From an optimization exercise on the open Yosys and OpenROAD flow, aimed at small area and a short achievable clock period; shortcuts taken in it are not production practice.
In this exercise RTL edits were held to simulation tests only and were not proved equivalent to the original.
Power is estimated from default activity; no workload was simulated.

fjord:
==> flow/design.v <==
module timer_top
( input wire sys_clk,
  input wire sys_rst_n,
  input wire tim_pwrite,
  input wire tim_psel,
  input wire tim_penable,
  input wire [11:0] tim_paddr,
  input wire [31:0] tim_pwdata,
  input wire [3:0] tim_pstrb,
  input wire dbg_mode,
  output wire [31:0] tim_prdata,
  output wire tim_int,
  output wire tim_pready,
  output wire tim_pslverr
);
reg wait_state;
wire acc = tim_psel & tim_penable;
always @(posedge sys_clk or negedge sys_rst_n)
  if (!sys_rst_n) wait_state <= 1'b0;
  else            wait_state <= acc;
assign tim_pready = acc & wait_state;
reg [7:0] sel;
wire a_ok = (tim_paddr[11:5] == 7'd0) & (tim_paddr[1:0] == 2'd0);
always @(posedge sys_clk)
  sel <= {8{a_ok}} & (8'd1 << tim_paddr[4:2]);
wire s_tcr   = sel[0];
wire s_tdr0  = sel[1];
wire s_tdr1  = sel[2];
wire s_tcmp0 = sel[3];
wire s_tcmp1 = sel[4];
wire s_tier  = sel[5];
wire s_tisr  = sel[6];
wire s_thcsr = sel[7];
wire wr = acc & tim_pwrite;
wire [3:0] st = tim_pstrb;
wire [31:0] wd = tim_pwdata;
reg        timer_en, div_en, halt_req, int_en, int_st, timer_en_pre;
reg  [3:0] div_val;
reg  [7:0] p;
wire halt_ack = halt_req & dbg_mode;
wire err_cond = (timer_en & st[0] & (wd[1] != div_en)) |
                (timer_en & st[1] & (wd[11:8] != div_val)) |
                (st[1] & (wd[11:8] > 4'd8));
reg err_q;
always @(posedge sys_clk or negedge sys_rst_n)
  if (!sys_rst_n) err_q <= 1'b0;
  else            err_q <= err_cond;
wire wr_tcr = wr & s_tcr & ~err_q;
assign tim_pslverr = err_q & s_tcr & tim_pwrite;
always @(posedge sys_clk or negedge sys_rst_n) begin
  if (!sys_rst_n) begin
    timer_en <= 1'b0;
    div_en   <= 1'b0;
    div_val  <= 4'd1;
    halt_req <= 1'b0;
    int_en   <= 1'b0;
  end else begin
    if (wr_tcr & st[0]) begin
      timer_en <= wd[0];
      div_en   <= wd[1];
    end
    if (wr_tcr & st[1]) div_val <= wd[11:8];
    if (wr & s_tier & st[0])  int_en   <= wd[0];
    if (wr & s_thcsr & st[0]) halt_req <= wd[0];
  end
end
reg init;
always @(posedge sys_clk or negedge sys_rst_n)
  if (!sys_rst_n) init <= 1'b0;
  else            init <= 1'b1;
wire [31:0] wd_c = wd | {32{~init}};
reg [63:0] tcmp;
genvar b;
generate for (b = 0; b < 4; b = b + 1) begin : g_tcmp
  always @(posedge sys_clk) begin
    if (~init | (wr & s_tcmp0 & st[b])) tcmp[8*b+7:8*b]     <= wd_c[8*b+7:8*b];
    if (~init | (wr & s_tcmp1 & st[b])) tcmp[8*b+39:8*b+32] <= wd_c[8*b+7:8*b];
  end
end endgenerate
function [7:0] lim;
  input [3:0] d;
  case (d)
    4'd1: lim = 8'd1;
    4'd2: lim = 8'd3;
    4'd3: lim = 8'd7;
    4'd4: lim = 8'd15;
    4'd5: lim = 8'd31;
    4'd6: lim = 8'd63;
    4'd7: lim = 8'd127;
    4'd8: lim = 8'd255;
    default: lim = 8'd0;
  endcase
endfunction
reg ph;
wire p_rst = ~timer_en | ~div_en | ph;
wire [7:0] p_inc;
assign p_inc[0] = ~p[0];
genvar i;
generate for (i = 1; i < 8; i = i + 1) begin : g_pinc
  assign p_inc[i] = p[i] ^ (&p[i-1:0]);
end endgenerate
wire wen_dv = wr_tcr & st[1];
wire ph_nxt = halt_ack ? (wen_dv ? (p == lim(wd[11:8])) : ph)
            : p_rst    ? (lim(wen_dv ? wd[11:8] : div_val) == 8'd0)
            :            (p_inc == lim(div_val));
always @(posedge sys_clk or negedge sys_rst_n)
  if (!sys_rst_n) begin
    p  <= 8'd0;
    ph <= 1'b0;
  end else begin
    if (!halt_ack) p <= p_rst ? 8'd0 : p_inc;
    ph <= ph_nxt;
  end
wire cnt_en = timer_en & ~halt_ack & (~div_en | (div_val == 4'd0) | ph);
always @(posedge sys_clk or negedge sys_rst_n)
  if (!sys_rst_n) timer_en_pre <= 1'b0;
  else            timer_en_pre <= timer_en;
wire cnt_clr = timer_en_pre & ~timer_en;
wire wr_tdr0 = wr & s_tdr0;
wire wr_tdr1 = wr & s_tdr1;
wire inc = cnt_en & ~wr_tdr0 & ~wr_tdr1;
reg cnt_v;
always @(posedge sys_clk or negedge sys_rst_n)
  if (!sys_rst_n) cnt_v <= 1'b0;
  else            cnt_v <= ~cnt_clr;
reg [63:0] cnt_q;
wire [63:0] cnt = cnt_q & {64{cnt_v}};
wire [15:0] g4;
wire [15:0] gp;    
generate for (i = 0; i < 16; i = i + 1) begin : g_grp
  assign g4[i] = &cnt_q[4*i+3:4*i];
  if (i == 0) begin : g0
    assign gp[i] = 1'b1;
  end else begin : gn
    assign gp[i] = &g4[i-1:0];
  end
end endgenerate
wire [63:0] tog;
generate for (i = 0; i < 64; i = i + 1) begin : g_tog
  if (i % 4 == 0) begin : j0
    assign tog[i] = inc & gp[i/4];
  end else begin : jn
    assign tog[i] = inc & gp[i/4] & (&cnt_q[i-1:(i/4)*4]);
  end
end endgenerate
wire [63:0] cnt_inc = cnt_v ? (cnt_q ^ tog) : {63'd0, inc};
generate for (b = 0; b < 4; b = b + 1) begin : g_cnt
  always @(posedge sys_clk) begin
    cnt_q[8*b+7:8*b]     <= (wr_tdr0 & st[b]) ? wd[8*b+7:8*b] : cnt_inc[8*b+7:8*b];
    cnt_q[8*b+39:8*b+32] <= (wr_tdr1 & st[b]) ? wd[8*b+7:8*b] : cnt_inc[8*b+39:8*b+32];
  end
end endgenerate
wire int_set = init & (cnt_v ? (cnt_q == tcmp) : (tcmp == 64'd0));
wire int_clr_req = wr & s_tisr & st[0] & wd[0];
always @(posedge sys_clk or negedge sys_rst_n)
  if (!sys_rst_n) int_st <= 1'b0;
  else            int_st <= int_st ? ~int_clr_req : int_set;
assign tim_int = int_en & int_st;
reg rs_tdr0, rs_tdr1;
always @(posedge sys_clk) begin
  rs_tdr0 <= a_ok & (tim_paddr[4:2] == 3'd1) & ~cnt_clr;
  rs_tdr1 <= a_ok & (tim_paddr[4:2] == 3'd2) & ~cnt_clr;
end
assign tim_prdata =
    ({32{s_tcr}}   & {20'b0, div_val, 6'b0, div_en, timer_en}) |
    ({32{rs_tdr0}} & cnt_q[31:0]) |
    ({32{rs_tdr1}} & cnt_q[63:32]) |
    ({32{s_tcmp0}} & tcmp[31:0]) |
    ({32{s_tcmp1}} & tcmp[63:32]) |
    ({32{s_tier}}  & {31'b0, int_en}) |
    ({32{s_tisr}}  & {31'b0, int_st}) |
    ({32{s_thcsr}} & {30'b0, halt_ack, halt_req});
endmodule
Settings: LEC_CHECK=0, CAP_MARGIN=20, CORE_MARGIN=2, CORE_UTILIZATION=40, CTS_BUF_LIST=sky130_fd_sc_hd__clkbuf_8, SETUP_SLACK_MARGIN=2.5, SLEW_MARGIN=20; clock period 5.0 ns.
standard.sh (not shown) runs the stock make flow with config.mk's settings and CLKGATE_MAP_FILE= SYNTH_SCRIPT=/design/flow/synth_recipe.tcl, a recipe that flattens the netlist after the stock synthesis.
==> flow/flow/run.sh <==
#!/bin/bash
# Layout: the standard flow's synthesis script with its own ABC mapping script, then
# the standard flow for the remaining steps, with plain buffers on the
# ports. Each tool's output goes to a log file here.
set -euo pipefail
HERE=$(pwd)
export OWN_ABC_SCRIPT=$HERE/flow/abc_map.script
make -C $FLOW_HOME DESIGN_CONFIG=$FLOW_CONFIG WORK_HOME=$HERE/orfs CLKGATE_MAP_FILE= \
  SYNTH_SCRIPT=$HERE/flow/synth_own.tcl synth > $HERE/synth.log 2>&1
bash standard.sh "BUFFER_PORTS_ARGS=-buffer_cell sky130_fd_sc_hd__buf_2" finish > $HERE/standard.log 2>&1
==> flow/flow/abc_map.script <==
&get -n
&st
&dch
&nf
&st
&syn2
&if -g -K 6
&synch2
&nf
&put
topo
stime -c
upsize -c
dnsize -c
==> flow/flow/synth_own.tcl <==
# synth_recipe.tcl, with ABC's cell mapping run by abc_map.script (ORFS's
# area-oriented mapping; the layout flow buffers and sizes)
proc synth {args} { yosys synth -nofsm -noshare {*}$args }
proc abc {args} {
  set i [lsearch -exact $args -script]
  if {$i >= 0} { lset args [expr {$i + 1}] $::env(OWN_ABC_SCRIPT) }
  yosys abc {*}$args
}
source $::env(SCRIPTS_DIR)/synth.tcl
# left out here: clear keep_hierarchy, flatten, clean up, hide names made inside functions, write 1_2_yosys.v
--- input diff fjord..tundra ---
- SETUP_SLACK_MARGIN: 2.5 -> 2.0
==> flow/flow/abc_map.script <==
&get -n
&st
&syn2
&dch -f
&nf -a -R 1000
&put
topo
--- a/flow/flow/synth_own.tcl
+++ b/flow/flow/synth_own.tcl
@@ -1,3 +1,3 @@
-# synth_recipe.tcl, with ABC's cell mapping run by abc_map.script (ORFS's
-# area-oriented mapping; the layout flow buffers and sizes)
+# synth_recipe.tcl, with ABC's cell mapping run by flow/abc_map.script, an
+# area-oriented mapping; the layout flow buffers and sizes afterwards.
 proc synth {args} { yosys synth -nofsm -noshare {*}$args }
[summary]
tundra vs fjord — multi-input gate count dropped by a little under 10%
Looking only at combinational power, and setting everything else aside, the higher value of tundra and fjord goes to fjord.
tundra: routing usage on met3 is 0.73 points lower than what fjord reported.
Compared with fjord, tundra shows power share of the combinational group lower by 4.1 points.
diff inputs: tundra => ember
--- a/flow/flow/synth_own.tcl
+++ b/flow/flow/synth_own.tcl
@@ -1,3 +1,3 @@
-# synth_recipe.tcl, with ABC's cell mapping run by flow/abc_map.script, an
-# area-oriented mapping; the layout flow buffers and sizes afterwards.
+# synth_recipe.tcl, with ABC's cell mapping run by abc_map.script (ORFS's
+# area-oriented mapping; the layout flow buffers and sizes)
 proc synth {args} { yosys synth -nofsm -noshare {*}$args }
Findings:
tundra → ember: final wirelength closely matched the old numbers, global-route wire length before repair closely matched the old numbers, depth of the worst register-to-register path closely matched the old numbers, fraction of synthesized area in multiplexers closely matched the old numbers, placed standard-cell area closely matched the old numbers. Diff ember..tundra | proportion of layout cells with a drive suffix above 1 | unchanged. Count of maximum capacitance violations came out exactly the same in ember and tundra. From tundra to ember, count of TritonRoute iterations in the first routing pass did not move at all. Reported for ember and tundra, multi-input gate share of the layout cell area turned out identical to the last digit. Diff ember..tundra | number of clock buffers inserted by TritonCTS | unchanged. ember ran to completion and came out clean on the timing, design-rule and antenna checks.
Here is what was changed in the inputs of nickel compared with ember.
- SETUP_SLACK_MARGIN changed from 2.0 to 2.5
==> flow/flow/abc_map.script <==
&get -n
&st
&dch
&nf
&st
&syn2
&if -g -K 6
&synch2
&nf
&st
&syn2
&if -g -K 6
&synch2
&nf
&st
&syn2
&if -g -K 6
&synch2
&nf
&st
&syn2
&if -g -K 6
&synch2
&nf
&st
&syn2
&if -g -K 6
&synch2
&nf
&put
topo
stime -c
upsize -c
dnsize -c
Findings:
From ember to nickel the numbers moved as follows: depth of the most critical reg-to-reg path went down 3; core utilization went up 4.8 points; number of buffers added for setup after CTS went up 33; cell area reported after detailed placement went up 4.7%; number of global-route vias before repair went up 14%. nickel: cell count along the critical path is 9 lower than what ember reported.

-- static timing again, ports no longer ideal --
The results above use ideal ports. As a check the final layouts listed here were re-extracted and re-timed, cells and wires unchanged. Step 1 (the two cells are an assumption about what drives the block):
set clk [get_ports {sys_clk}]
set_driving_cell -lib_cell sky130_fd_sc_hd__clkbuf_16 $clk
set_driving_cell -lib_cell sky130_fd_sc_hd__buf_2 [delete_from_list [all_inputs] $clk]
Step 2, shift: input delay + t, output delay - t, t = (earliest + latest rising clock arrival at the registers) / 2. This alone moves slack from input paths to output paths. Three values: ideal ports, drivers, drivers and shift; two values: the first two.
run | t (ns) | setup slack, ns | worst register clock-pin slew, ns | worst slew at a driven data input, ns
fjord | 0.514 | 2.241 / 2.207 / 1.745 | 0.10 / 0.10 | 0.04
tundra | 0.495 | 2.077 / 2.097 / 1.602 | 0.09 / 0.09 | 0.04
ember | 0.495 | 2.077 / 2.097 / 1.602 | 0.09 / 0.09 | 0.04
nickel | 0.500 | 2.284 / 2.253 / 1.964 | 0.10 / 0.10 | 0.04
After both steps every run listed still meets setup and hold. For fjord, which loses most, drivers alone change the setup slack by -0.034 ns; drivers and shift together by -0.496 ns.
